Context: an optimization exercise on an open-source flow, tuned for small area. The choices shown serve that exercise and are no tape-out recipe. Where RTL was checked, it was by simulation tests only, not by an equivalence proof against the original. Only the layout flow was run in run 3; the RTL was not checked for function there.

<file path="flow/design.v">
module sqrt_u32 (
    input  wire        clk,
    input  wire        rst_n,
    input  wire        valid_in,
    input  wire [31:0] data_i,
    output wire        valid_out,
    output wire [15:0] data_o
);
    reg [1:0] v;
    always @(posedge clk or negedge rst_n)
        if (!rst_n) v <= 2'd0;
        else v <= {v[0], valid_in};
    assign valid_out = v[1];
    wire [31:0] x0_d, x0;
    wire [1:0] r1_d, r1;
    wire [0:0] q1_d, q1;
    wire [29:0] x1_d, x1;
    wire [2:0] r2_d, r2;
    wire [1:0] q2_d, q2;
    wire [27:0] x2_d, x2;
    wire [3:0] r3_d, r3;
    wire [2:0] q3_d, q3;
    wire [25:0] x3_d, x3;
    wire [4:0] r4_d, r4;
    wire [3:0] q4_d, q4;
    wire [23:0] x4_d, x4;
    wire [5:0] r5_d, r5;
    wire [4:0] q5_d, q5;
    wire [21:0] x5_d, x5;
    wire [6:0] r6_d, r6;
    wire [5:0] q6_d, q6;
    wire [19:0] x6_d, x6;
    wire [7:0] r7_d, r7;
    wire [6:0] q7_d, q7;
    wire [17:0] x7_d, x7;
    wire [8:0] r8_d, r8;
    wire [7:0] q8_d, q8;
    wire [15:0] x8_d, x8;
    wire [9:0] r9_d, r9;
    wire [8:0] q9_d, q9;
    wire [13:0] x9_d, x9;
    wire [10:0] r10_d, r10;
    wire [9:0] q10_d, q10;
    wire [11:0] x10_d, x10;
    wire [11:0] r11_d, r11;
    wire [10:0] q11_d, q11;
    wire [9:0] x11_d, x11;
    wire [12:0] r12_d, r12;
    wire [11:0] q12_d, q12;
    wire [7:0] x12_d, x12;
    wire [13:0] r13_d, r13;
    wire [12:0] q13_d, q13;
    wire [5:0] x13_d, x13;
    wire [14:0] r14_d, r14;
    wire [13:0] q14_d, q14;
    wire [3:0] x14_d, x14;
    wire [14:0] q15_d, q15;
    wire [1:0] x15_d, x15;
    wire [15:0] q16_d, q16;
    assign x0_d = data_i;
    assign x0 = x0_d;
    assign r1 = r1_d;
    assign q1 = q1_d;
    assign x1 = x1_d;
    assign r2 = r2_d;
    assign q2 = q2_d;
    assign x2 = x2_d;
    assign r3 = r3_d;
    assign q3 = q3_d;
    assign x3 = x3_d;
    assign r4 = r4_d;
    assign q4 = q4_d;
    assign x4 = x4_d;
    assign r5 = r5_d;
    assign q5 = q5_d;
    assign x5 = x5_d;
    assign r6 = r6_d;
    assign q6 = q6_d;
    assign x6 = x6_d;
    reg  [7:0] r7_q;
    reg  [6:0] q7_q;
    reg  [17:0] x7_q;
    always @(posedge clk) begin
        r7_q <= r7_d;
        q7_q <= q7_d;
        x7_q <= x7_d;
    end
    assign r7 = r7_q;
    assign q7 = q7_q;
    assign x7 = x7_q;
    assign r8 = r8_d;
    assign q8 = q8_d;
    assign x8 = x8_d;
    assign r9 = r9_d;
    assign q9 = q9_d;
    assign x9 = x9_d;
    assign r10 = r10_d;
    assign q10 = q10_d;
    assign x10 = x10_d;
    assign r11 = r11_d;
    assign q11 = q11_d;
    assign x11 = x11_d;
    assign r12 = r12_d;
    assign q12 = q12_d;
    assign x12 = x12_d;
    reg  [13:0] r13_q;
    reg  [12:0] q13_q;
    reg  [5:0] x13_q;
    always @(posedge clk) begin
        r13_q <= r13_d;
        q13_q <= q13_d;
        x13_q <= x13_d;
    end
    assign r13 = r13_q;
    assign q13 = q13_q;
    assign x13 = x13_q;
    assign r14 = r14_d;
    assign q14 = q14_d;
    assign x14 = x14_d;
    assign q15 = q15_d;
    assign x15 = x15_d;
    assign q16 = q16_d;
    wire [1:0] t0 = x0[31:30];
    wire [2:0] d0 = {1'b0, t0} - 3'd1;
    wire ge0 = ~d0[2];
    assign r1_d = ge0 ? d0[1:0] : t0[1:0];
    assign x1_d = x0[29:0];
    assign q1_d = ge0;
    wire [3:0] t1 = {r1, x1[29:28]};
    wire [4:0] c1;
    wire [3:0] d1;
    wire [3:0] n1 = {1'b1, ~q1, 2'b10};
    assign c1[0] = 1'b1;
    assign d1[0] = t1[0] ^ n1[0] ^ c1[0];
    assign c1[1] = (t1[0] & n1[0]) | (t1[0] & c1[0]) | (n1[0] & c1[0]);
    assign d1[1] = t1[1] ^ n1[1] ^ c1[1];
    assign c1[2] = (t1[1] & n1[1]) | (t1[1] & c1[1]) | (n1[1] & c1[1]);
    assign d1[2] = t1[2] ^ n1[2] ^ c1[2];
    assign c1[3] = (t1[2] & n1[2]) | (t1[2] & c1[2]) | (n1[2] & c1[2]);
    assign d1[3] = t1[3] ^ n1[3] ^ c1[3];
    assign c1[4] = (t1[3] & n1[3]) | (t1[3] & c1[3]) | (n1[3] & c1[3]);
    wire ge1 = c1[4];
    assign r2_d = ge1 ? d1[2:0] : t1[2:0];
    assign x2_d = x1[27:0];
    assign q2_d = {q1, ge1};
    wire [4:0] t2 = {r2, x2[27:26]};
    wire [5:0] c2;
    wire [4:0] d2;
    wire [4:0] n2 = {1'b1, ~q2, 2'b10};
    assign c2[0] = 1'b1;
    assign d2[0] = t2[0] ^ n2[0] ^ c2[0];
    assign c2[1] = (t2[0] & n2[0]) | (t2[0] & c2[0]) | (n2[0] & c2[0]);
    assign d2[1] = t2[1] ^ n2[1] ^ c2[1];
    assign c2[2] = (t2[1] & n2[1]) | (t2[1] & c2[1]) | (n2[1] & c2[1]);
    assign d2[2] = t2[2] ^ n2[2] ^ c2[2];
    assign c2[3] = (t2[2] & n2[2]) | (t2[2] & c2[2]) | (n2[2] & c2[2]);
    assign d2[3] = t2[3] ^ n2[3] ^ c2[3];
    assign c2[4] = (t2[3] & n2[3]) | (t2[3] & c2[3]) | (n2[3] & c2[3]);
    assign d2[4] = t2[4] ^ n2[4] ^ c2[4];
    assign c2[5] = (t2[4] & n2[4]) | (t2[4] & c2[4]) | (n2[4] & c2[4]);
    wire ge2 = c2[5];
    assign r3_d = ge2 ? d2[3:0] : t2[3:0];
    assign x3_d = x2[25:0];
    assign q3_d = {q2, ge2};
    wire [5:0] t3 = {r3, x3[25:24]};
    wire [6:0] c3;
    wire [5:0] d3;
    wire [5:0] n3 = {1'b1, ~q3, 2'b10};
    assign c3[0] = 1'b1;
    assign d3[0] = t3[0] ^ n3[0] ^ c3[0];
    assign c3[1] = (t3[0] & n3[0]) | (t3[0] & c3[0]) | (n3[0] & c3[0]);
    assign d3[1] = t3[1] ^ n3[1] ^ c3[1];
    assign c3[2] = (t3[1] & n3[1]) | (t3[1] & c3[1]) | (n3[1] & c3[1]);
    assign d3[2] = t3[2] ^ n3[2] ^ c3[2];
    assign c3[3] = (t3[2] & n3[2]) | (t3[2] & c3[2]) | (n3[2] & c3[2]);
    assign d3[3] = t3[3] ^ n3[3] ^ c3[3];
    assign c3[4] = (t3[3] & n3[3]) | (t3[3] & c3[3]) | (n3[3] & c3[3]);
    assign d3[4] = t3[4] ^ n3[4] ^ c3[4];
    assign c3[5] = (t3[4] & n3[4]) | (t3[4] & c3[4]) | (n3[4] & c3[4]);
    assign d3[5] = t3[5] ^ n3[5] ^ c3[5];
    assign c3[6] = (t3[5] & n3[5]) | (t3[5] & c3[5]) | (n3[5] & c3[5]);
    wire ge3 = c3[6];
    assign r4_d = ge3 ? d3[4:0] : t3[4:0];
    assign x4_d = x3[23:0];
    assign q4_d = {q3, ge3};
    wire [6:0] t4 = {r4, x4[23:22]};
    wire [7:0] c4;
    wire [6:0] d4;
    wire [6:0] n4 = {1'b1, ~q4, 2'b10};
    assign c4[0] = 1'b1;
    assign d4[0] = t4[0] ^ n4[0] ^ c4[0];
    assign c4[1] = (t4[0] & n4[0]) | (t4[0] & c4[0]) | (n4[0] & c4[0]);
    assign d4[1] = t4[1] ^ n4[1] ^ c4[1];
    assign c4[2] = (t4[1] & n4[1]) | (t4[1] & c4[1]) | (n4[1] & c4[1]);
    assign d4[2] = t4[2] ^ n4[2] ^ c4[2];
    assign c4[3] = (t4[2] & n4[2]) | (t4[2] & c4[2]) | (n4[2] & c4[2]);
    assign d4[3] = t4[3] ^ n4[3] ^ c4[3];
    assign c4[4] = (t4[3] & n4[3]) | (t4[3] & c4[3]) | (n4[3] & c4[3]);
    assign d4[4] = t4[4] ^ n4[4] ^ c4[4];
    assign c4[5] = (t4[4] & n4[4]) | (t4[4] & c4[4]) | (n4[4] & c4[4]);
    assign d4[5] = t4[5] ^ n4[5] ^ c4[5];
    assign c4[6] = (t4[5] & n4[5]) | (t4[5] & c4[5]) | (n4[5] & c4[5]);
    assign d4[6] = t4[6] ^ n4[6] ^ c4[6];
    assign c4[7] = (t4[6] & n4[6]) | (t4[6] & c4[6]) | (n4[6] & c4[6]);
    wire ge4 = c4[7];
    assign r5_d = ge4 ? d4[5:0] : t4[5:0];
    assign x5_d = x4[21:0];
    assign q5_d = {q4, ge4};
    wire [7:0] t5 = {r5, x5[21:20]};
    wire [8:0] c5;
    wire [7:0] d5;
    wire [7:0] n5 = {1'b1, ~q5, 2'b10};
    assign c5[0] = 1'b1;
    assign d5[0] = t5[0] ^ n5[0] ^ c5[0];
    assign c5[1] = (t5[0] & n5[0]) | (t5[0] & c5[0]) | (n5[0] & c5[0]);
    assign d5[1] = t5[1] ^ n5[1] ^ c5[1];
    assign c5[2] = (t5[1] & n5[1]) | (t5[1] & c5[1]) | (n5[1] & c5[1]);
    assign d5[2] = t5[2] ^ n5[2] ^ c5[2];
    assign c5[3] = (t5[2] & n5[2]) | (t5[2] & c5[2]) | (n5[2] & c5[2]);
    assign d5[3] = t5[3] ^ n5[3] ^ c5[3];
    assign c5[4] = (t5[3] & n5[3]) | (t5[3] & c5[3]) | (n5[3] & c5[3]);
    assign d5[4] = t5[4] ^ n5[4] ^ c5[4];
    assign c5[5] = (t5[4] & n5[4]) | (t5[4] & c5[4]) | (n5[4] & c5[4]);
    assign d5[5] = t5[5] ^ n5[5] ^ c5[5];
    assign c5[6] = (t5[5] & n5[5]) | (t5[5] & c5[5]) | (n5[5] & c5[5]);
    assign d5[6] = t5[6] ^ n5[6] ^ c5[6];
    assign c5[7] = (t5[6] & n5[6]) | (t5[6] & c5[6]) | (n5[6] & c5[6]);
    assign d5[7] = t5[7] ^ n5[7] ^ c5[7];
    assign c5[8] = (t5[7] & n5[7]) | (t5[7] & c5[7]) | (n5[7] & c5[7]);
    wire ge5 = c5[8];
    assign r6_d = ge5 ? d5[6:0] : t5[6:0];
    assign x6_d = x5[19:0];
    assign q6_d = {q5, ge5};
    wire [8:0] t6 = {r6, x6[19:18]};
    wire [9:0] c6;
    wire [8:0] d6;
    wire [8:0] n6 = {1'b1, ~q6, 2'b10};
    assign c6[0] = 1'b1;
    assign d6[0] = t6[0] ^ n6[0] ^ c6[0];
    assign c6[1] = (t6[0] & n6[0]) | (t6[0] & c6[0]) | (n6[0] & c6[0]);
    assign d6[1] = t6[1] ^ n6[1] ^ c6[1];
    assign c6[2] = (t6[1] & n6[1]) | (t6[1] & c6[1]) | (n6[1] & c6[1]);
    assign d6[2] = t6[2] ^ n6[2] ^ c6[2];
    assign c6[3] = (t6[2] & n6[2]) | (t6[2] & c6[2]) | (n6[2] & c6[2]);
    assign d6[3] = t6[3] ^ n6[3] ^ c6[3];
    assign c6[4] = (t6[3] & n6[3]) | (t6[3] & c6[3]) | (n6[3] & c6[3]);
    assign d6[4] = t6[4] ^ n6[4] ^ c6[4];
    assign c6[5] = (t6[4] & n6[4]) | (t6[4] & c6[4]) | (n6[4] & c6[4]);
    assign d6[5] = t6[5] ^ n6[5] ^ c6[5];
    assign c6[6] = (t6[5] & n6[5]) | (t6[5] & c6[5]) | (n6[5] & c6[5]);
    assign d6[6] = t6[6] ^ n6[6] ^ c6[6];
    assign c6[7] = (t6[6] & n6[6]) | (t6[6] & c6[6]) | (n6[6] & c6[6]);
    assign d6[7] = t6[7] ^ n6[7] ^ c6[7];
    assign c6[8] = (t6[7] & n6[7]) | (t6[7] & c6[7]) | (n6[7] & c6[7]);
    assign d6[8] = t6[8] ^ n6[8] ^ c6[8];
    assign c6[9] = (t6[8] & n6[8]) | (t6[8] & c6[8]) | (n6[8] & c6[8]);
    wire ge6 = c6[9];
    assign r7_d = ge6 ? d6[7:0] : t6[7:0];
    assign x7_d = x6[17:0];
    assign q7_d = {q6, ge6};
    wire [9:0] t7 = {r7, x7[17:16]};
    wire [10:0] c7;
    wire [9:0] d7;
    wire [9:0] n7 = {1'b1, ~q7, 2'b10};
    assign c7[0] = 1'b1;
    assign d7[0] = t7[0] ^ n7[0] ^ c7[0];
    assign c7[1] = (t7[0] & n7[0]) | (t7[0] & c7[0]) | (n7[0] & c7[0]);
    assign d7[1] = t7[1] ^ n7[1] ^ c7[1];
    assign c7[2] = (t7[1] & n7[1]) | (t7[1] & c7[1]) | (n7[1] & c7[1]);
    assign d7[2] = t7[2] ^ n7[2] ^ c7[2];
    assign c7[3] = (t7[2] & n7[2]) | (t7[2] & c7[2]) | (n7[2] & c7[2]);
    assign d7[3] = t7[3] ^ n7[3] ^ c7[3];
    assign c7[4] = (t7[3] & n7[3]) | (t7[3] & c7[3]) | (n7[3] & c7[3]);
    assign d7[4] = t7[4] ^ n7[4] ^ c7[4];
    assign c7[5] = (t7[4] & n7[4]) | (t7[4] & c7[4]) | (n7[4] & c7[4]);
    assign d7[5] = t7[5] ^ n7[5] ^ c7[5];
    assign c7[6] = (t7[5] & n7[5]) | (t7[5] & c7[5]) | (n7[5] & c7[5]);
    assign d7[6] = t7[6] ^ n7[6] ^ c7[6];
    assign c7[7] = (t7[6] & n7[6]) | (t7[6] & c7[6]) | (n7[6] & c7[6]);
    assign d7[7] = t7[7] ^ n7[7] ^ c7[7];
    assign c7[8] = (t7[7] & n7[7]) | (t7[7] & c7[7]) | (n7[7] & c7[7]);
    assign d7[8] = t7[8] ^ n7[8] ^ c7[8];
    assign c7[9] = (t7[8] & n7[8]) | (t7[8] & c7[8]) | (n7[8] & c7[8]);
    assign d7[9] = t7[9] ^ n7[9] ^ c7[9];
    assign c7[10] = (t7[9] & n7[9]) | (t7[9] & c7[9]) | (n7[9] & c7[9]);
    wire ge7 = c7[10];
    assign r8_d = ge7 ? d7[8:0] : t7[8:0];
    assign x8_d = x7[15:0];
    assign q8_d = {q7, ge7};
    wire [10:0] t8 = {r8, x8[15:14]};
    wire [11:0] c8;
    wire [10:0] d8;
    wire [10:0] n8 = {1'b1, ~q8, 2'b10};
    assign c8[0] = 1'b1;
    assign d8[0] = t8[0] ^ n8[0] ^ c8[0];
    assign c8[1] = (t8[0] & n8[0]) | (t8[0] & c8[0]) | (n8[0] & c8[0]);
    assign d8[1] = t8[1] ^ n8[1] ^ c8[1];
    assign c8[2] = (t8[1] & n8[1]) | (t8[1] & c8[1]) | (n8[1] & c8[1]);
    assign d8[2] = t8[2] ^ n8[2] ^ c8[2];
    assign c8[3] = (t8[2] & n8[2]) | (t8[2] & c8[2]) | (n8[2] & c8[2]);
    assign d8[3] = t8[3] ^ n8[3] ^ c8[3];
    assign c8[4] = (t8[3] & n8[3]) | (t8[3] & c8[3]) | (n8[3] & c8[3]);
    assign d8[4] = t8[4] ^ n8[4] ^ c8[4];
    assign c8[5] = (t8[4] & n8[4]) | (t8[4] & c8[4]) | (n8[4] & c8[4]);
    assign d8[5] = t8[5] ^ n8[5] ^ c8[5];
    assign c8[6] = (t8[5] & n8[5]) | (t8[5] & c8[5]) | (n8[5] & c8[5]);
    assign d8[6] = t8[6] ^ n8[6] ^ c8[6];
    assign c8[7] = (t8[6] & n8[6]) | (t8[6] & c8[6]) | (n8[6] & c8[6]);
    assign d8[7] = t8[7] ^ n8[7] ^ c8[7];
    assign c8[8] = (t8[7] & n8[7]) | (t8[7] & c8[7]) | (n8[7] & c8[7]);
    assign d8[8] = t8[8] ^ n8[8] ^ c8[8];
    assign c8[9] = (t8[8] & n8[8]) | (t8[8] & c8[8]) | (n8[8] & c8[8]);
    assign d8[9] = t8[9] ^ n8[9] ^ c8[9];
    assign c8[10] = (t8[9] & n8[9]) | (t8[9] & c8[9]) | (n8[9] & c8[9]);
    assign d8[10] = t8[10] ^ n8[10] ^ c8[10];
    assign c8[11] = (t8[10] & n8[10]) | (t8[10] & c8[10]) | (n8[10] & c8[10]);
    wire ge8 = c8[11];
    assign r9_d = ge8 ? d8[9:0] : t8[9:0];
    assign x9_d = x8[13:0];
    assign q9_d = {q8, ge8};
    wire [11:0] t9 = {r9, x9[13:12]};
    wire [12:0] c9;
    wire [11:0] d9;
    wire [11:0] n9 = {1'b1, ~q9, 2'b10};
    assign c9[0] = 1'b1;
    assign d9[0] = t9[0] ^ n9[0] ^ c9[0];
    assign c9[1] = (t9[0] & n9[0]) | (t9[0] & c9[0]) | (n9[0] & c9[0]);
    assign d9[1] = t9[1] ^ n9[1] ^ c9[1];
    assign c9[2] = (t9[1] & n9[1]) | (t9[1] & c9[1]) | (n9[1] & c9[1]);
    assign d9[2] = t9[2] ^ n9[2] ^ c9[2];
    assign c9[3] = (t9[2] & n9[2]) | (t9[2] & c9[2]) | (n9[2] & c9[2]);
    assign d9[3] = t9[3] ^ n9[3] ^ c9[3];
    assign c9[4] = (t9[3] & n9[3]) | (t9[3] & c9[3]) | (n9[3] & c9[3]);
    assign d9[4] = t9[4] ^ n9[4] ^ c9[4];
    assign c9[5] = (t9[4] & n9[4]) | (t9[4] & c9[4]) | (n9[4] & c9[4]);
    assign d9[5] = t9[5] ^ n9[5] ^ c9[5];
    assign c9[6] = (t9[5] & n9[5]) | (t9[5] & c9[5]) | (n9[5] & c9[5]);
    assign d9[6] = t9[6] ^ n9[6] ^ c9[6];
    assign c9[7] = (t9[6] & n9[6]) | (t9[6] & c9[6]) | (n9[6] & c9[6]);
    assign d9[7] = t9[7] ^ n9[7] ^ c9[7];
    assign c9[8] = (t9[7] & n9[7]) | (t9[7] & c9[7]) | (n9[7] & c9[7]);
    assign d9[8] = t9[8] ^ n9[8] ^ c9[8];
    assign c9[9] = (t9[8] & n9[8]) | (t9[8] & c9[8]) | (n9[8] & c9[8]);
    assign d9[9] = t9[9] ^ n9[9] ^ c9[9];
    assign c9[10] = (t9[9] & n9[9]) | (t9[9] & c9[9]) | (n9[9] & c9[9]);
    assign d9[10] = t9[10] ^ n9[10] ^ c9[10];
    assign c9[11] = (t9[10] & n9[10]) | (t9[10] & c9[10]) | (n9[10] & c9[10]);
    assign d9[11] = t9[11] ^ n9[11] ^ c9[11];
    assign c9[12] = (t9[11] & n9[11]) | (t9[11] & c9[11]) | (n9[11] & c9[11]);
    wire ge9 = c9[12];
    assign r10_d = ge9 ? d9[10:0] : t9[10:0];
    assign x10_d = x9[11:0];
    assign q10_d = {q9, ge9};
    wire [12:0] t10 = {r10, x10[11:10]};
    wire [13:0] c10;
    wire [12:0] d10;
    wire [12:0] n10 = {1'b1, ~q10, 2'b10};
    assign c10[0] = 1'b1;
    assign d10[0] = t10[0] ^ n10[0] ^ c10[0];
    assign c10[1] = (t10[0] & n10[0]) | (t10[0] & c10[0]) | (n10[0] & c10[0]);
    assign d10[1] = t10[1] ^ n10[1] ^ c10[1];
    assign c10[2] = (t10[1] & n10[1]) | (t10[1] & c10[1]) | (n10[1] & c10[1]);
    assign d10[2] = t10[2] ^ n10[2] ^ c10[2];
    assign c10[3] = (t10[2] & n10[2]) | (t10[2] & c10[2]) | (n10[2] & c10[2]);
    assign d10[3] = t10[3] ^ n10[3] ^ c10[3];
    assign c10[4] = (t10[3] & n10[3]) | (t10[3] & c10[3]) | (n10[3] & c10[3]);
    assign d10[4] = t10[4] ^ n10[4] ^ c10[4];
    assign c10[5] = (t10[4] & n10[4]) | (t10[4] & c10[4]) | (n10[4] & c10[4]);
    assign d10[5] = t10[5] ^ n10[5] ^ c10[5];
    assign c10[6] = (t10[5] & n10[5]) | (t10[5] & c10[5]) | (n10[5] & c10[5]);
    assign d10[6] = t10[6] ^ n10[6] ^ c10[6];
    assign c10[7] = (t10[6] & n10[6]) | (t10[6] & c10[6]) | (n10[6] & c10[6]);
    assign d10[7] = t10[7] ^ n10[7] ^ c10[7];
    assign c10[8] = (t10[7] & n10[7]) | (t10[7] & c10[7]) | (n10[7] & c10[7]);
    assign d10[8] = t10[8] ^ n10[8] ^ c10[8];
    assign c10[9] = (t10[8] & n10[8]) | (t10[8] & c10[8]) | (n10[8] & c10[8]);
    assign d10[9] = t10[9] ^ n10[9] ^ c10[9];
    assign c10[10] = (t10[9] & n10[9]) | (t10[9] & c10[9]) | (n10[9] & c10[9]);
    assign d10[10] = t10[10] ^ n10[10] ^ c10[10];
    assign c10[11] = (t10[10] & n10[10]) | (t10[10] & c10[10]) | (n10[10] & c10[10]);
    assign d10[11] = t10[11] ^ n10[11] ^ c10[11];
    assign c10[12] = (t10[11] & n10[11]) | (t10[11] & c10[11]) | (n10[11] & c10[11]);
    assign d10[12] = t10[12] ^ n10[12] ^ c10[12];
    assign c10[13] = (t10[12] & n10[12]) | (t10[12] & c10[12]) | (n10[12] & c10[12]);
    wire ge10 = c10[13];
    assign r11_d = ge10 ? d10[11:0] : t10[11:0];
    assign x11_d = x10[9:0];
    assign q11_d = {q10, ge10};
    wire [13:0] t11 = {r11, x11[9:8]};
    wire [14:0] c11;
    wire [13:0] d11;
    wire [13:0] n11 = {1'b1, ~q11, 2'b10};
    assign c11[0] = 1'b1;
    assign d11[0] = t11[0] ^ n11[0] ^ c11[0];
    assign c11[1] = (t11[0] & n11[0]) | (t11[0] & c11[0]) | (n11[0] & c11[0]);
    assign d11[1] = t11[1] ^ n11[1] ^ c11[1];
    assign c11[2] = (t11[1] & n11[1]) | (t11[1] & c11[1]) | (n11[1] & c11[1]);
    assign d11[2] = t11[2] ^ n11[2] ^ c11[2];
    assign c11[3] = (t11[2] & n11[2]) | (t11[2] & c11[2]) | (n11[2] & c11[2]);
    assign d11[3] = t11[3] ^ n11[3] ^ c11[3];
    assign c11[4] = (t11[3] & n11[3]) | (t11[3] & c11[3]) | (n11[3] & c11[3]);
    assign d11[4] = t11[4] ^ n11[4] ^ c11[4];
    assign c11[5] = (t11[4] & n11[4]) | (t11[4] & c11[4]) | (n11[4] & c11[4]);
    assign d11[5] = t11[5] ^ n11[5] ^ c11[5];
    assign c11[6] = (t11[5] & n11[5]) | (t11[5] & c11[5]) | (n11[5] & c11[5]);
    assign d11[6] = t11[6] ^ n11[6] ^ c11[6];
    assign c11[7] = (t11[6] & n11[6]) | (t11[6] & c11[6]) | (n11[6] & c11[6]);
    assign d11[7] = t11[7] ^ n11[7] ^ c11[7];
    assign c11[8] = (t11[7] & n11[7]) | (t11[7] & c11[7]) | (n11[7] & c11[7]);
    assign d11[8] = t11[8] ^ n11[8] ^ c11[8];
    assign c11[9] = (t11[8] & n11[8]) | (t11[8] & c11[8]) | (n11[8] & c11[8]);
    assign d11[9] = t11[9] ^ n11[9] ^ c11[9];
    assign c11[10] = (t11[9] & n11[9]) | (t11[9] & c11[9]) | (n11[9] & c11[9]);
    assign d11[10] = t11[10] ^ n11[10] ^ c11[10];
    assign c11[11] = (t11[10] & n11[10]) | (t11[10] & c11[10]) | (n11[10] & c11[10]);
    assign d11[11] = t11[11] ^ n11[11] ^ c11[11];
    assign c11[12] = (t11[11] & n11[11]) | (t11[11] & c11[11]) | (n11[11] & c11[11]);
    assign d11[12] = t11[12] ^ n11[12] ^ c11[12];
    assign c11[13] = (t11[12] & n11[12]) | (t11[12] & c11[12]) | (n11[12] & c11[12]);
    assign d11[13] = t11[13] ^ n11[13] ^ c11[13];
    assign c11[14] = (t11[13] & n11[13]) | (t11[13] & c11[13]) | (n11[13] & c11[13]);
    wire ge11 = c11[14];
    assign r12_d = ge11 ? d11[12:0] : t11[12:0];
    assign x12_d = x11[7:0];
    assign q12_d = {q11, ge11};
    wire [14:0] t12 = {r12, x12[7:6]};
    wire [15:0] c12;
    wire [14:0] d12;
    wire [14:0] n12 = {1'b1, ~q12, 2'b10};
    assign c12[0] = 1'b1;
    assign d12[0] = t12[0] ^ n12[0] ^ c12[0];
    assign c12[1] = (t12[0] & n12[0]) | (t12[0] & c12[0]) | (n12[0] & c12[0]);
    assign d12[1] = t12[1] ^ n12[1] ^ c12[1];
    assign c12[2] = (t12[1] & n12[1]) | (t12[1] & c12[1]) | (n12[1] & c12[1]);
    assign d12[2] = t12[2] ^ n12[2] ^ c12[2];
    assign c12[3] = (t12[2] & n12[2]) | (t12[2] & c12[2]) | (n12[2] & c12[2]);
    assign d12[3] = t12[3] ^ n12[3] ^ c12[3];
    assign c12[4] = (t12[3] & n12[3]) | (t12[3] & c12[3]) | (n12[3] & c12[3]);
    assign d12[4] = t12[4] ^ n12[4] ^ c12[4];
    assign c12[5] = (t12[4] & n12[4]) | (t12[4] & c12[4]) | (n12[4] & c12[4]);
    assign d12[5] = t12[5] ^ n12[5] ^ c12[5];
    assign c12[6] = (t12[5] & n12[5]) | (t12[5] & c12[5]) | (n12[5] & c12[5]);
    assign d12[6] = t12[6] ^ n12[6] ^ c12[6];
    assign c12[7] = (t12[6] & n12[6]) | (t12[6] & c12[6]) | (n12[6] & c12[6]);
    assign d12[7] = t12[7] ^ n12[7] ^ c12[7];
    assign c12[8] = (t12[7] & n12[7]) | (t12[7] & c12[7]) | (n12[7] & c12[7]);
    assign d12[8] = t12[8] ^ n12[8] ^ c12[8];
    assign c12[9] = (t12[8] & n12[8]) | (t12[8] & c12[8]) | (n12[8] & c12[8]);
    assign d12[9] = t12[9] ^ n12[9] ^ c12[9];
    assign c12[10] = (t12[9] & n12[9]) | (t12[9] & c12[9]) | (n12[9] & c12[9]);
    assign d12[10] = t12[10] ^ n12[10] ^ c12[10];
    assign c12[11] = (t12[10] & n12[10]) | (t12[10] & c12[10]) | (n12[10] & c12[10]);
    assign d12[11] = t12[11] ^ n12[11] ^ c12[11];
    assign c12[12] = (t12[11] & n12[11]) | (t12[11] & c12[11]) | (n12[11] & c12[11]);
    assign d12[12] = t12[12] ^ n12[12] ^ c12[12];
    assign c12[13] = (t12[12] & n12[12]) | (t12[12] & c12[12]) | (n12[12] & c12[12]);
    assign d12[13] = t12[13] ^ n12[13] ^ c12[13];
    assign c12[14] = (t12[13] & n12[13]) | (t12[13] & c12[13]) | (n12[13] & c12[13]);
    assign d12[14] = t12[14] ^ n12[14] ^ c12[14];
    assign c12[15] = (t12[14] & n12[14]) | (t12[14] & c12[14]) | (n12[14] & c12[14]);
    wire ge12 = c12[15];
    assign r13_d = ge12 ? d12[13:0] : t12[13:0];
    assign x13_d = x12[5:0];
    assign q13_d = {q12, ge12};
    wire [15:0] t13 = {r13, x13[5:4]};
    wire [16:0] c13;
    wire [15:0] d13;
    wire [15:0] n13 = {1'b1, ~q13, 2'b10};
    assign c13[0] = 1'b1;
    assign d13[0] = t13[0] ^ n13[0] ^ c13[0];
    assign c13[1] = (t13[0] & n13[0]) | (t13[0] & c13[0]) | (n13[0] & c13[0]);
    assign d13[1] = t13[1] ^ n13[1] ^ c13[1];
    assign c13[2] = (t13[1] & n13[1]) | (t13[1] & c13[1]) | (n13[1] & c13[1]);
    assign d13[2] = t13[2] ^ n13[2] ^ c13[2];
    assign c13[3] = (t13[2] & n13[2]) | (t13[2] & c13[2]) | (n13[2] & c13[2]);
    assign d13[3] = t13[3] ^ n13[3] ^ c13[3];
    assign c13[4] = (t13[3] & n13[3]) | (t13[3] & c13[3]) | (n13[3] & c13[3]);
    assign d13[4] = t13[4] ^ n13[4] ^ c13[4];
    assign c13[5] = (t13[4] & n13[4]) | (t13[4] & c13[4]) | (n13[4] & c13[4]);
    assign d13[5] = t13[5] ^ n13[5] ^ c13[5];
    assign c13[6] = (t13[5] & n13[5]) | (t13[5] & c13[5]) | (n13[5] & c13[5]);
    assign d13[6] = t13[6] ^ n13[6] ^ c13[6];
    assign c13[7] = (t13[6] & n13[6]) | (t13[6] & c13[6]) | (n13[6] & c13[6]);
    assign d13[7] = t13[7] ^ n13[7] ^ c13[7];
    assign c13[8] = (t13[7] & n13[7]) | (t13[7] & c13[7]) | (n13[7] & c13[7]);
    assign d13[8] = t13[8] ^ n13[8] ^ c13[8];
    assign c13[9] = (t13[8] & n13[8]) | (t13[8] & c13[8]) | (n13[8] & c13[8]);
    assign d13[9] = t13[9] ^ n13[9] ^ c13[9];
    assign c13[10] = (t13[9] & n13[9]) | (t13[9] & c13[9]) | (n13[9] & c13[9]);
    assign d13[10] = t13[10] ^ n13[10] ^ c13[10];
    assign c13[11] = (t13[10] & n13[10]) | (t13[10] & c13[10]) | (n13[10] & c13[10]);
    assign d13[11] = t13[11] ^ n13[11] ^ c13[11];
    assign c13[12] = (t13[11] & n13[11]) | (t13[11] & c13[11]) | (n13[11] & c13[11]);
    assign d13[12] = t13[12] ^ n13[12] ^ c13[12];
    assign c13[13] = (t13[12] & n13[12]) | (t13[12] & c13[12]) | (n13[12] & c13[12]);
    assign d13[13] = t13[13] ^ n13[13] ^ c13[13];
    assign c13[14] = (t13[13] & n13[13]) | (t13[13] & c13[13]) | (n13[13] & c13[13]);
    assign d13[14] = t13[14] ^ n13[14] ^ c13[14];
    assign c13[15] = (t13[14] & n13[14]) | (t13[14] & c13[14]) | (n13[14] & c13[14]);
    assign d13[15] = t13[15] ^ n13[15] ^ c13[15];
    assign c13[16] = (t13[15] & n13[15]) | (t13[15] & c13[15]) | (n13[15] & c13[15]);
    wire ge13 = c13[16];
    assign r14_d = ge13 ? d13[14:0] : t13[14:0];
    assign x14_d = x13[3:0];
    assign q14_d = {q13, ge13};
    wire [16:0] t14 = {r14, x14[3:2]};
    wire [17:0] c14;
    wire [16:0] d14;
    wire [16:0] n14 = {1'b1, ~q14, 2'b10};
    assign c14[0] = 1'b1;
    assign d14[0] = t14[0] ^ n14[0] ^ c14[0];
    assign c14[1] = (t14[0] & n14[0]) | (t14[0] & c14[0]) | (n14[0] & c14[0]);
    assign d14[1] = t14[1] ^ n14[1] ^ c14[1];
    assign c14[2] = (t14[1] & n14[1]) | (t14[1] & c14[1]) | (n14[1] & c14[1]);
    assign d14[2] = t14[2] ^ n14[2] ^ c14[2];
    assign c14[3] = (t14[2] & n14[2]) | (t14[2] & c14[2]) | (n14[2] & c14[2]);
    assign d14[3] = t14[3] ^ n14[3] ^ c14[3];
    assign c14[4] = (t14[3] & n14[3]) | (t14[3] & c14[3]) | (n14[3] & c14[3]);
    assign d14[4] = t14[4] ^ n14[4] ^ c14[4];
    assign c14[5] = (t14[4] & n14[4]) | (t14[4] & c14[4]) | (n14[4] & c14[4]);
    assign d14[5] = t14[5] ^ n14[5] ^ c14[5];
    assign c14[6] = (t14[5] & n14[5]) | (t14[5] & c14[5]) | (n14[5] & c14[5]);
    assign d14[6] = t14[6] ^ n14[6] ^ c14[6];
    assign c14[7] = (t14[6] & n14[6]) | (t14[6] & c14[6]) | (n14[6] & c14[6]);
    assign d14[7] = t14[7] ^ n14[7] ^ c14[7];
    assign c14[8] = (t14[7] & n14[7]) | (t14[7] & c14[7]) | (n14[7] & c14[7]);
    assign d14[8] = t14[8] ^ n14[8] ^ c14[8];
    assign c14[9] = (t14[8] & n14[8]) | (t14[8] & c14[8]) | (n14[8] & c14[8]);
    assign d14[9] = t14[9] ^ n14[9] ^ c14[9];
    assign c14[10] = (t14[9] & n14[9]) | (t14[9] & c14[9]) | (n14[9] & c14[9]);
    assign d14[10] = t14[10] ^ n14[10] ^ c14[10];
    assign c14[11] = (t14[10] & n14[10]) | (t14[10] & c14[10]) | (n14[10] & c14[10]);
    assign d14[11] = t14[11] ^ n14[11] ^ c14[11];
    assign c14[12] = (t14[11] & n14[11]) | (t14[11] & c14[11]) | (n14[11] & c14[11]);
    assign d14[12] = t14[12] ^ n14[12] ^ c14[12];
    assign c14[13] = (t14[12] & n14[12]) | (t14[12] & c14[12]) | (n14[12] & c14[12]);
    assign d14[13] = t14[13] ^ n14[13] ^ c14[13];
    assign c14[14] = (t14[13] & n14[13]) | (t14[13] & c14[13]) | (n14[13] & c14[13]);
    assign d14[14] = t14[14] ^ n14[14] ^ c14[14];
    assign c14[15] = (t14[14] & n14[14]) | (t14[14] & c14[14]) | (n14[14] & c14[14]);
    assign d14[15] = t14[15] ^ n14[15] ^ c14[15];
    assign c14[16] = (t14[15] & n14[15]) | (t14[15] & c14[15]) | (n14[15] & c14[15]);
    assign d14[16] = t14[16] ^ n14[16] ^ c14[16];
    assign c14[17] = (t14[16] & n14[16]) | (t14[16] & c14[16]) | (n14[16] & c14[16]);
    wire ge14 = c14[17];
    assign q15_d = {q14, ge14};
    wire [17:0] a1_a = {d14[15:0], x14[1:0]};
    wire [17:0] a1_n = ~({1'b0, q14, 3'b101});
    wire [18:0] a1_c;
    assign a1_c[0] = 1'b1;
    assign a1_c[1] = (a1_a[0] & a1_n[0]) | (a1_a[0] & a1_c[0]) | (a1_n[0] & a1_c[0]);
    assign a1_c[2] = (a1_a[1] & a1_n[1]) | (a1_a[1] & a1_c[1]) | (a1_n[1] & a1_c[1]);
    assign a1_c[3] = (a1_a[2] & a1_n[2]) | (a1_a[2] & a1_c[2]) | (a1_n[2] & a1_c[2]);
    assign a1_c[4] = (a1_a[3] & a1_n[3]) | (a1_a[3] & a1_c[3]) | (a1_n[3] & a1_c[3]);
    assign a1_c[5] = (a1_a[4] & a1_n[4]) | (a1_a[4] & a1_c[4]) | (a1_n[4] & a1_c[4]);
    assign a1_c[6] = (a1_a[5] & a1_n[5]) | (a1_a[5] & a1_c[5]) | (a1_n[5] & a1_c[5]);
    assign a1_c[7] = (a1_a[6] & a1_n[6]) | (a1_a[6] & a1_c[6]) | (a1_n[6] & a1_c[6]);
    assign a1_c[8] = (a1_a[7] & a1_n[7]) | (a1_a[7] & a1_c[7]) | (a1_n[7] & a1_c[7]);
    assign a1_c[9] = (a1_a[8] & a1_n[8]) | (a1_a[8] & a1_c[8]) | (a1_n[8] & a1_c[8]);
    assign a1_c[10] = (a1_a[9] & a1_n[9]) | (a1_a[9] & a1_c[9]) | (a1_n[9] & a1_c[9]);
    assign a1_c[11] = (a1_a[10] & a1_n[10]) | (a1_a[10] & a1_c[10]) | (a1_n[10] & a1_c[10]);
    assign a1_c[12] = (a1_a[11] & a1_n[11]) | (a1_a[11] & a1_c[11]) | (a1_n[11] & a1_c[11]);
    assign a1_c[13] = (a1_a[12] & a1_n[12]) | (a1_a[12] & a1_c[12]) | (a1_n[12] & a1_c[12]);
    assign a1_c[14] = (a1_a[13] & a1_n[13]) | (a1_a[13] & a1_c[13]) | (a1_n[13] & a1_c[13]);
    assign a1_c[15] = (a1_a[14] & a1_n[14]) | (a1_a[14] & a1_c[14]) | (a1_n[14] & a1_c[14]);
    assign a1_c[16] = (a1_a[15] & a1_n[15]) | (a1_a[15] & a1_c[15]) | (a1_n[15] & a1_c[15]);
    assign a1_c[17] = (a1_a[16] & a1_n[16]) | (a1_a[16] & a1_c[16]) | (a1_n[16] & a1_c[16]);
    assign a1_c[18] = (a1_a[17] & a1_n[17]) | (a1_a[17] & a1_c[17]) | (a1_n[17] & a1_c[17]);
    wire a1 = a1_c[18];
    wire [17:0] a0_a = {t14[15:0], x14[1:0]};
    wire [17:0] a0_n = ~({1'b0, q14, 3'b001});
    wire [18:0] a0_c;
    assign a0_c[0] = 1'b1;
    assign a0_c[1] = (a0_a[0] & a0_n[0]) | (a0_a[0] & a0_c[0]) | (a0_n[0] & a0_c[0]);
    assign a0_c[2] = (a0_a[1] & a0_n[1]) | (a0_a[1] & a0_c[1]) | (a0_n[1] & a0_c[1]);
    assign a0_c[3] = (a0_a[2] & a0_n[2]) | (a0_a[2] & a0_c[2]) | (a0_n[2] & a0_c[2]);
    assign a0_c[4] = (a0_a[3] & a0_n[3]) | (a0_a[3] & a0_c[3]) | (a0_n[3] & a0_c[3]);
    assign a0_c[5] = (a0_a[4] & a0_n[4]) | (a0_a[4] & a0_c[4]) | (a0_n[4] & a0_c[4]);
    assign a0_c[6] = (a0_a[5] & a0_n[5]) | (a0_a[5] & a0_c[5]) | (a0_n[5] & a0_c[5]);
    assign a0_c[7] = (a0_a[6] & a0_n[6]) | (a0_a[6] & a0_c[6]) | (a0_n[6] & a0_c[6]);
    assign a0_c[8] = (a0_a[7] & a0_n[7]) | (a0_a[7] & a0_c[7]) | (a0_n[7] & a0_c[7]);
    assign a0_c[9] = (a0_a[8] & a0_n[8]) | (a0_a[8] & a0_c[8]) | (a0_n[8] & a0_c[8]);
    assign a0_c[10] = (a0_a[9] & a0_n[9]) | (a0_a[9] & a0_c[9]) | (a0_n[9] & a0_c[9]);
    assign a0_c[11] = (a0_a[10] & a0_n[10]) | (a0_a[10] & a0_c[10]) | (a0_n[10] & a0_c[10]);
    assign a0_c[12] = (a0_a[11] & a0_n[11]) | (a0_a[11] & a0_c[11]) | (a0_n[11] & a0_c[11]);
    assign a0_c[13] = (a0_a[12] & a0_n[12]) | (a0_a[12] & a0_c[12]) | (a0_n[12] & a0_c[12]);
    assign a0_c[14] = (a0_a[13] & a0_n[13]) | (a0_a[13] & a0_c[13]) | (a0_n[13] & a0_c[13]);
    assign a0_c[15] = (a0_a[14] & a0_n[14]) | (a0_a[14] & a0_c[14]) | (a0_n[14] & a0_c[14]);
    assign a0_c[16] = (a0_a[15] & a0_n[15]) | (a0_a[15] & a0_c[15]) | (a0_n[15] & a0_c[15]);
    assign a0_c[17] = (a0_a[16] & a0_n[16]) | (a0_a[16] & a0_c[16]) | (a0_n[16] & a0_c[16]);
    assign a0_c[18] = (a0_a[17] & a0_n[17]) | (a0_a[17] & a0_c[17]) | (a0_n[17] & a0_c[17]);
    wire a0 = a0_c[18];
    wire ge15 = ge14 ? a1 : a0;
    assign q16_d = {q15, ge15};
    assign data_o = q16;
endmodule
</file>
<file path="flow/flow/run.sh">
#!/bin/bash
# Standard layout (standard.sh), except that synthesis skips Yosys's full-adder extraction
# (ADDER_MAP_FILE empty), so ABC maps the carry chains itself.
export BUFFER_PORTS_ARGS="-buffer_cell sky130_fd_sc_hd__buf_1"
set -euo pipefail
export ADDER_MAP_FILE=
bash standard.sh > standard.log 2>&1
</file>
<file path="flow/standard.sh">
#!/bin/bash
# synth_recipe.tcl (not shown) runs the flow's synth.tcl, then flattens the netlist and writes it again
# the make line also repeats each setting of config.mk as NAME=value (left out here)
make -C /OpenROAD-flow-scripts/flow DESIGN_CONFIG=/design/flow/config.mk WORK_HOME=/design/flow/orfs CLKGATE_MAP_FILE= SYNTH_SCRIPT=/design/flow/synth_recipe.tcl "${@:-finish}"
</file>
<file path="flow/config.mk">
export PLATFORM = sky130hd
export DESIGN_NAME = sqrt_u32
export DESIGN_NICKNAME = sqrt_u32
export VERILOG_FILES = /design/flow/design.v
export SDC_FILE = /design/flow/constraint.sdc
export NUM_CORES = 4
export LEC_CHECK = 0
export ABC_AREA = 1
export CAP_MARGIN = 20
export CORE_MARGIN = 2
export CORE_UTILIZATION = 55
export PLACE_DENSITY = 0.65
export SLEW_MARGIN = 20
</file>
<file path="flow/constraint.sdc">
create_clock -name core_clock -period 9.0 [get_ports {clk}]
set_input_delay 1.8000 -clock core_clock [delete_from_list [all_inputs] [get_ports {clk}]]
set_output_delay 1.8000 -clock core_clock [all_outputs]
set_load 0.01 [all_outputs]
</file>
==> summary.txt, run 1 <==
slowest stage delay, CP 0.39 ns; simple-gate share of the synthesized area 0.453; Final Hold Fails 0; area of the core 0.0121 mm2; WL/cell 11.9 um; Synth area leaders nand2_1 (23%), dfxtp_1 (19%), xor2_1 (8.6%); Mapped Cells 1122; Startpoint Class flip-flop; status timing/DRC/antenna clean; min Tclk post-route 8.66 ns; Critical Path RT 9.23 ns; area of the die 0.0134 mm2; TritonCTS clock tree built; first-pass GRT wire length 26.2 mm; clk slew on worst S/H paths 0.06 ns; total gr overflow 0; largest net degree at the start of global routing 22; Cell Rows 40; sequential share of the synthesized area 0.200; Hold Path Class reg2reg; count of different cell masters after synthesis 39; max-slew violations 0; Worst-Margin Slew 0.895 ns; ANT nets after route 0; most common cell after layout, fill and taps aside nand2_1; MaxCap Viol Count 0; most frequent cells in the layout nand2_1 (384), inv_1 (105), nand2_2 (102); Clock Sink Count 68; drt drc 0; Die Wd 116 um; Avg Inst Size Synth 6.11 um2; Die Span Y 116 um; gpl congestion 0.895; Pre-Repair DR Iteration Count 6; nets 1297; DR vias/cell 4.95; Main synth FF type dfxtp_1; vias in the first global route 5910; Worst EP arrival 8.89 ns; most frequent CP cell nand2_2; critical path class reg2reg; Hold Path Stages 0; XOR/XNOR Fraction of Synth Area 0.134; yosys warns 1; setup slack after layout 0.343 ns; clk root buf clkbuf_16; slew margin rel. 0.403; Crit. End Element flip-flop; Synth Area in Adders 0.0146; RSZ-0062 raised after global routing yes; largest area contributor in the netlist nand2_1; WHS Endpoint x13_q[0]$_DFF_P_; Mapped Nets 1157; FF-to-FF End r13_q[9]$_DFF_P_; clock buffer count from CTS 9; GR Util All Layers 0.244; Port Buf Inserts 51; I/O pins 52; Antenna diodes 0; final-report setup violation count 0; detailed-route via count 7104; worst reg2reg startpoint q7_q[0]$_DFF_P_; CP Max Fanout 8; main combinational cell family by area after synthesis simple AND/OR/NAND/NOR gates; DRT iter0 DRCs 377; Worst Skew 0.00686 ns; period utilization 0.962; CP max-delay cell dfxtp_4; setup TNS 0 ns; DRT Wirelength 17.0 mm; pre-CTS setup slack -0.0386 ns; Max Clock Freq 116 MHz; Yosys reg bits 68; share of cells above drive strength 1 0.264; Synth Area in Compound Gates 0.103; Initial Utilization 0.568; initial antenna violation count 0; Hold Path Origin x7_q[0]$_DFF_P_; CTS Buffer Depth 2; number of synthesized flops with an enable pin 0; Post-Layout Cell Count 1435; mapped cell area 0.00685 mm2; Yosys top cell area share 0.228; async set-reset flop share out of synthesis 0.0294; area delta synth->final 24.5%; DP HPWL 12.7 mm; reg-to-reg setup timing slack 0.34 ns; reg2reg path depth 106; mux share of post-synthesis cell area 0.00438; clock latency (worst-skew pair) 0.34 ns; hold-fix buffers at CTS 0; placed cell count 1371; Max H-tree Level 3; WHS 0.326 ns
## registers in the layout (all words and copies together), names as in the netlist
name and count:
q13_q 13, q7_q 7, r13_q 14, r7_q 8, v 2, x13_q 6, x7_q 18
## routing by layer
layer	GRT usage	part of all wire
met5	0	0
met2	0.433	0.49
met4	0.0707	0.022
met3	0.0356	0.029
met1	0.307	0.46
## cells by family (layout without fill, tap and decap cells)
family          count (synthesis)  count (layout)
buf+inv                       138             279
compound gates                126             126
mux                             3               3
xor+xnor                      105             105
simple gates                  672             676
flops                          68              68
fa+ha+maj                      10              10
## timing repair
| action | 4_1_cts | 5_1_grt |
|---|---|---|
| cloned | 0 | 4 |
| setup endpoints to repair | 15 | 25 |
| pin swaps | 0 | 56 |
| setup buffers | 0 | 44 |
| resized for setup | 4 | 105 |
## worst max-delay path, delay by kind of cell (launching register included)
family,cells,cell delay (ns)
buf+inv,7,0.87
flops,1,0.39
simple gates,97,6.87
compound gates,2,0.34
## synthesized netlist by cell type, types with 5 or more instances
| cell type | n |
|---|---|
| buf_6 | 7 |
| or2_1 | 5 |
| xnor2_1 | 38 |
| maj3_1 | 10 |
| nand2_2 | 80 |
| inv_1 | 108 |
| dfxtp_1 | 66 |
| o211ai_1 | 5 |
| xor2_1 | 67 |
| nor2_1 | 49 |
| nand2_4 | 14 |
| o22ai_1 | 9 |
| a21oi_1 | 25 |
| o21ai_1 | 5 |
| nand3_1 | 50 |
| nand3b_1 | 5 |
| o21ai_0 | 65 |
| nand2_1 | 417 |
| or2_2 | 37 |
| clkbuf_1 | 5 |
| nand3_2 | 8 |
| a221oi_1 | 5 |
| buf_4 | 6 |
| nor3_1 | 5 |
## cell type report
| cell class | instances | area, um2 |
|---|---|---|
| fill | 1106 | 3530 |
| clock buffer | 9 | 225 |
| clock inverter | 7 | 124 |
| inverter | 115 | 449 |
| timing repair buffer | 148 | 932 |
| multi-input combinational | 920 | 5200 |
| sequential | 68 | 1390 |
| tap | 168 | 210 |
## through the flow
step / cell area (um2) / util
final: 8530 / 0.707
after global routing: 8530 / 0.707
after CTS: 7820 / 0.648
after detailed placement: 7470 / 0.619
after global placement: 7470 / 0.619
after floorplan: 6850 / -
## how the worst max path moves through the flow
| stage | start | endpoint | slack (ns) | depth (start not counted) |
|---|---|---|---|---|
| 3_5_place_dp | q7_q[0]$_DFF_P_ | r13_q[12]$_DFF_P_ | -0.04 | 109 |
| 4_1_cts | x13_q[4]$_DFF_P_ | data_o[0] | 0.06 | 44 |
| 2_1_floorplan | x13_q[4]$_DFF_P_ | data_o[0] | 1.00 | 43 |
| 5_1_grt | q7_q[0]$_DFF_P_ | r13_q[2]$_DFF_P_ | -0.34 | 111 |
| 6_report | q7_q[0]$_DFF_P_ | r13_q[9]$_DFF_P_ | 0.34 | 106 |
| 3_3_place_gp | q7_q[0]$_DFF_P_ | r13_q[12]$_DFF_P_ | 0.04 | 109 |
==> run 2: changes to the inputs <==
--- a/flow/config.mk
+++ b/flow/config.mk
@@ -8,6 +8,6 @@
 export ABC_AREA = 1
 export CAP_MARGIN = 20
 export CORE_MARGIN = 2
-export CORE_UTILIZATION = 55
-export PLACE_DENSITY = 0.65
+export CORE_UTILIZATION = 70
+export PLACE_DENSITY = 0.8
 export SLEW_MARGIN = 20
==> summary.txt, run 2 <==
Initial Utilization 0.711; critical path class reg2reg; number of synthesized flops with an enable pin 0; ANT nets after route 0; Cell Rows 36; share of cells above drive strength 1 0.271; TritonCTS clock tree built; Max H-tree Level 3; Crit. End Element flip-flop; reg2reg path depth 107; yosys warns 1; Max Clock Freq 111 MHz; RSZ-0062 raised after global routing yes; slew margin rel. 0.398; Reg with most FFs x7_q; crit path to r13_q[2]$_DFF_P_; Main synth FF type dfxtp_1; Startpoint Class flip-flop; clock buffer count from CTS 9; area of the die 0.0106 mm2; area of the core 0.00964 mm2; clock latency (worst-skew pair) 0.38 ns; largest area contributor in the netlist nand2_1; reg-to-reg setup timing slack -0.04 ns; DP HPWL 12.4 mm; count of different cell masters after synthesis 39; Critical Path RT 9.25 ns; total gr overflow 0; setup TNS -0.0665 ns; drt drc 0; Yosys reg bits 68; Mapped Cells 1122; SO Faults negative setup slack; sequential share of the synthesized area 0.200; status complete, but fails checks; Antenna diodes 0; first-pass GRT wire length 24.8 mm; Buf/Inv on CP 4; CTS Buffer Depth 2; worst reg2reg startpoint x7_q[17]$_DFF_P_; detailed-route via count 7591; Final Hold Fails 0; mapped cell area 0.00685 mm2; CP Max Fanout 8; final-report setup violation count 3; most frequent CP cell nand2_2; Port Buf Inserts 51; Hold Path Class reg2reg; Worst EP arrival 9.29 ns; DRT iter0 DRCs 422; largest net degree at the start of global routing 20; FF-to-FF End r13_q[2]$_DFF_P_; Avg Inst Size Synth 6.11 um2; I/O pins 52; nets 1286; dominant cell by count in the synthesized netlist nand2_1; Post-Layout Cell Count 1389; fin util 0.864; most common cell after layout, fill and taps aside nand2_1; Worst-Margin Slew 0.903 ns; Pre-Repair DR Iteration Count 5; max-slew violations 0; max reg flops 18; initial antenna violation count 0; WL/cell 14.1 um; GR Util All Layers 0.293; MaxCap Viol Count 0; placed cell count 1322; area delta synth->final 21.5%; setup slack after layout -0.0413 ns; Largest regs x7_q: 18 flops, r13_q: 14 flops, q13_q: 13 flops; Die Span Y 103 um; slowest stage delay, CP 0.37 ns; CP Depth 107; Synth area leaders nand2_1 (23%), dfxtp_1 (19%), xor2_1 (8.6%); DRT Wirelength 19.6 mm; clk root buf clkbuf_8; most frequent cells in the layout nand2_1 (372), nand2_2 (111), inv_1 (104); vias in the first global route 5934; Post-synth top cells nand2_1 (417), inv_1 (108), nand2_2 (80); Yosys top cell area share 0.228; clk slew on worst S/H paths 0.10 ns; Mapped Nets 1157; async set-reset flop share out of synthesis 0.0294; Die Wd 103 um; gpl congestion 0.966; DR vias/cell 5.47; Worst Skew 0.0215 ns; delay-heaviest family, CP simple AND/OR/NAND/NOR gates; Clock Sink Count 68; period utilization 1.00; CP max-delay cell dfxtp_2; min Tclk post-route 9.04 ns; pre-CTS setup slack 0.0441 ns; crit path from x7_q[17]$_DFF_P_
## run 2: logic make-up (layout without fill, tap and decap cells)
logic type	Yosys count	in the layout	synth area share
buf+inv	138	267	0.0908
xor+xnor	105	105	0.134
fa+ha+maj	10	10	0.0146
mux	3	3	0.00438
simple gates	672	677	0.453
flops	68	68	0.200
compound gates	126	126	0.103
## run 2: worst register-to-register path: cells and delay by family, from the launching register on
| kind | cells | cell delay, ns |
|---|---|---|
| flip-flops | 1 | 0.37 |
| AND/OR/NAND/NOR | 101 | 7.82 |
| buffers and inverters | 4 | 0.54 |
| AO/OA/AOI/OAI | 2 | 0.14 |
## run 2: repair_timing
| item | CTS | global route |
|---|---|---|
| endpoints found under the setup margin | 10 | 25 |
| gates resized for setup | 3 | 120 |
| gates cloned | 0 | 5 |
| buffers inserted | 0 | 46 |
| hold buffers | 0 | 0 |
| pin swaps | 0 | 51 |
## run 2: per-stage QoR
step / hold WS [ns] / area [um2]
after floorplan: 0.310 / 6850
after global placement: 0.310 / 7320
after detailed placement: 0.315 / 7320
after CTS: 0.329 / 7530
after global routing: 0.331 / 8330
final: 0.326 / 8330
## run 2: metal layers
metal / share of wire / track usage
met2: 0.48 / 0.524
met5: 0 / 0
met4: 0.062 / 0.139
met1: 0.39 / 0.344
met3: 0.069 / 0.0427
## run 2: layout make-up
class / count / area, um2
clock buffers: 9 / 124
clock inverters: 7 / 83.8
inverters: 115 / 439
multi-input cells: 921 / 5280
well taps: 133 / 166
repair buffers: 136 / 851
flip-flops and latches: 68 / 1380
fillers: 627 / 1310
## run 2: how the worst min path moves through the flow
stage                               start          endpoint  cells past startpoint
after global routing      x7_q[4]$_DFF_P_  x13_q[4]$_DFF_P_                      0
after floorplan           x7_q[0]$_DFF_P_  x13_q[0]$_DFF_P_                      0
after detailed placement  x7_q[1]$_DFF_P_  x13_q[1]$_DFF_P_                      0
final                     x7_q[0]$_DFF_P_  x13_q[0]$_DFF_P_                      0
after CTS                 x7_q[0]$_DFF_P_  x13_q[0]$_DFF_P_                      0
after global placement    x7_q[4]$_DFF_P_  x13_q[4]$_DFF_P_                      0
==> run 3: changes to the inputs <==
--- a/flow/design.v
+++ b/flow/design.v
@@ -6,11 +6,11 @@
     output wire        valid_out,
     output wire [15:0] data_o
 );
-    reg [1:0] v;
+    reg [2:0] v;
     always @(posedge clk or negedge rst_n)
-        if (!rst_n) v <= 2'd0;
-        else v <= {v[0], valid_in};
-    assign valid_out = v[1];
+        if (!rst_n) v <= 3'd0;
+        else v <= {v[1:0], valid_in};
+    assign valid_out = v[2];
     wire [31:0] x0_d, x0;
     wire [1:0] r1_d, r1;
     wire [0:0] q1_d, q1;
@@ -100,26 +100,30 @@
     assign r11 = r11_d;
     assign q11 = q11_d;
     assign x11 = x11_d;
-    assign r12 = r12_d;
-    assign q12 = q12_d;
-    assign x12 = x12_d;
-    reg  [13:0] r13_q;
-    reg  [12:0] q13_q;
-    reg  [5:0] x13_q;
+    reg  [12:0] r12_q;
+    reg  [11:0] q12_q;
+    reg  [7:0] x12_q;
     always @(posedge clk) begin
-        r13_q <= r13_d;
-        q13_q <= q13_d;
-        x13_q <= x13_d;
+        r12_q <= r12_d;
+        q12_q <= q12_d;
+        x12_q <= x12_d;
     end
-    assign r13 = r13_q;
-    assign q13 = q13_q;
-    assign x13 = x13_q;
+    assign r12 = r12_q;
+    assign q12 = q12_q;
+    assign x12 = x12_q;
+    assign r13 = r13_d;
+    assign q13 = q13_d;
+    assign x13 = x13_d;
     assign r14 = r14_d;
     assign q14 = q14_d;
     assign x14 = x14_d;
     assign q15 = q15_d;
     assign x15 = x15_d;
-    assign q16 = q16_d;
+    reg  [15:0] q16_q;
+    always @(posedge clk) begin
+        q16_q <= q16_d;
+    end
+    assign q16 = q16_q;
     wire [1:0] t0 = x0[31:30];
     wire [2:0] d0 = {1'b0, t0} - 3'd1;
     wire ge0 = ~d0[2];
--- a/flow/config.mk
+++ b/flow/config.mk
@@ -8,6 +8,6 @@
 export ABC_AREA = 1
 export CAP_MARGIN = 20
 export CORE_MARGIN = 2
-export CORE_UTILIZATION = 70
-export PLACE_DENSITY = 0.8
+export CORE_UTILIZATION = 55
+export PLACE_DENSITY = 0.65
 export SLEW_MARGIN = 20
==> summary.txt, run 3 <==
WL/cell 10.6 um; worst reg2reg startpoint q7_q[1]$_DFF_P_; most common cell after layout, fill and taps aside nand2_1; ANT nets after route 0; Worst-Margin Slew 0.604 ns; Reg with most FFs x7_q; reg2reg path depth 87; slew margin rel. 0.593; largest net degree at the start of global routing 32; max-slew violations 0; period utilization 0.893; drt drc 0; yosys warns 1; Largest regs x7_q: 18 flops, q16_q: 16 flops, r12_q: 13 flops; Worst EP arrival 8.31 ns; Die Span Y 119 um; Crit. End Element flip-flop; Synth area leaders nand2_1 (23%), dfxtp_1 (22%), nand2_2 (8.2%); final-report setup violation count 0; reg-to-reg setup timing slack 1.06 ns; area delta synth->final 8.86%; nets 1276; FF-to-FF End r12_q[2]$_DFF_P_; number of synthesized flops with an enable pin 0; TritonCTS clock tree built; Mapped Nets 1225; CP Max Fanout 11; DRT iter0 DRCs 324; Main synth FF type dfxtp_1; Final Hold Fails 0; detailed-route via count 6882; most frequent CP cell nand2_1; slowest stage delay, CP 0.30 ns; postcts setup bufs 0; max reg flops 18; area of the die 0.0142 mm2; largest area contributor in the netlist nand2_1; clk root buf clkbuf_16; gpl congestion 0.861; sequential share of the synthesized area 0.235; status timing/DRC/antenna clean; Max H-tree Level 3; Die Wd 119 um; async set-reset flop share out of synthesis 0.0353; Yosys reg bits 85; setup TNS 0 ns; RSZ-0062 raised after global routing no; Port Buf Inserts 51; count of different cell masters after synthesis 48; DR vias/cell 4.84; vias in the first global route 6267; Initial Utilization 0.557; Hold Path Class reg2reg; fillers 1330; Startpoint Class primary input; min Tclk post-route 8.04 ns; WHS 0.327 ns; MaxCap Viol Count 0; CTS Buffer Depth 2; Antenna diodes 0; Hold Path Origin x7_q[0]$_DFF_P_; Hold Path Stages 0; DRT Wirelength 15.1 mm; critical path class in2reg; GR Util All Layers 0.228; Worst Skew 0.00817 ns; Yosys top cell area share 0.233; clock buffer count from CTS 9; clk slew on worst S/H paths 0.06 ns; Post-synth top cells nand2_1 (455), inv_1 (122), nand2_2 (96); WHS Endpoint x12_q[0]$_DFF_P_; most frequent cells in the layout nand2_1 (453), inv_1 (122), nand2_2 (98); Critical Path RT 9.27 ns; Max Clock Freq 124 MHz; CP max-delay cell or2_2; Mapped Cells 1190; share of cells above drive strength 1 0.150; DP HPWL 12.2 mm; Cell Rows 42; initial antenna violation count 0; first-pass GRT wire length 26.9 mm; I/O pins 52; mapped cell area 0.00731 mm2; clock latency (worst-skew pair) 0.34 ns; area of the core 0.0131 mm2; Avg Inst Size Synth 6.15 um2; total gr overflow 0; Clock Sink Count 85; Pre-Repair DR Iteration Count 5; dominant cell by count in the synthesized netlist nand2_1
-- run 3: cell types whose count changed in the layout (fill, tap and decap cells not counted), sizes merged, moves of 10 or more --
| cell | previous run | this run |
|---|---|---|
| nor2 | 49 | 36 |
| inv | 118 | 136 |
| o21ai | 74 | 84 |
| buf | 136 | 55 |
| xor2 | 67 | 56 |
| nand2 | 517 | 567 |
| nand3 | 59 | 77 |
| dfxtp | 66 | 82 |
-- run 3: cells by family after synthesis --
kind of cell / after synthesis / synth area share
adder cells (fa/ha/maj): 2 / 0.00274
AND/OR/NAND/NOR: 724 / 0.456
buffers and inverters: 151 / 0.0905
multiplexers: 2 / 0.00274
AO/OA/AOI/OAI: 135 / 0.104
flip-flops: 85 / 0.235
XOR/XNOR: 91 / 0.109
-- run 3: timing repair --
item	in CTS	in global routing
resized for setup	0	4
endpoints found under the setup margin	0	10
hold buffers	0	0
-- run 3: critical path: cells and delay by family --
family	cells	cell delay, ns
and+or+nand+nor	27	3.87
xor gates and xnor gates	5	0.83
AOI/OAI and AO/OA	10	1.37
buffers and inverters	5	0.44
-- run 3: how the worst max path moves through the flow --
stage	endpoint	slack, ns	from	cells past startpoint
final	r7_q[2]$_DFF_P_	0.96	data_i[30]	47
after global routing	r7_q[2]$_DFF_P_	0.01	data_i[30]	51
after CTS	r7_q[2]$_DFF_P_	0.71	data_i[28]	48
after detailed placement	r7_q[2]$_DFF_P_	0.38	data_i[28]	48
after global placement	r7_q[2]$_DFF_P_	0.62	data_i[30]	49
after floorplan	r7_q[2]$_DFF_P_	1.52	data_i[28]	46
-- run 3: stage by stage --
step | worst slack (ns) | instance area, um2 | utilization | std cells
final | 0.964 | 7960 | 0.606 | 1422
after floorplan | 1.52 | 7310 | - | 1190
after global placement | 0.619 | 7620 | 0.580 | 1406
after CTS | 0.709 | 7950 | 0.605 | 1422
after global routing | 0.0127 | 7960 | 0.606 | 1422
after detailed placement | 0.383 | 7620 | 0.580 | 1406
-- run 3: final cells by class --
class / count / area (um2) / area share
Clock buffer: 9 / 225 / 0.0283
Timing Repair Buffer: 55 / 221 / 0.0278
Multi-Input combinational cell: 954 / 4950 / 0.621
Inverter: 136 / 526 / 0.0660
Sequential cell: 85 / 1720 / 0.216
Clock inverter: 7 / 105 / 0.0132
Tap cell: 176 / 220 / 0.0277
-- run 3: per-layer routing --
metal,track usage,vias up,share of wire
met5,0,-,0
met1,0.288,2977,0.49
li1,-,3820,-
met3,0.0378,13,0.026
met4,0.0551,0,0.012
met2,0.404,72,0.47

[separate check: timing with driven ports]
No port has a modelled driver above. Below, the same layouts with a new extraction and two added sets of constraints. Step 1 sets driving cells, clkbuf_16 on the clock port and buf_2 on the other inputs (assumed; they add their load-dependent delay and slew). Step 2 times the ports against the registers' clock, not the clock port: input delays grow and output delays shrink by t, the midpoint of the rising clock arrivals with the driver on. a / b / c = no drivers / after step 1 / after step 2; a / b = the first two.
run | t (ns) | slack for setup (ns) | hold WS [ns]
run 1 | 0.381 | 0.343 / 0.343 / 0.343 | 0.326 / 0.326 / 0.326
run 2 | 0.401 | -0.041 / -0.041 / -0.041 | 0.326 / 0.326 / 0.326
run 3 | 0.386 | 0.964 / 0.990 / 0.604 | 0.327 / 0.327 / 0.327
For run 3, which loses most, drivers alone change the setup slack by +0.026 ns; drivers and shift together by -0.360 ns.
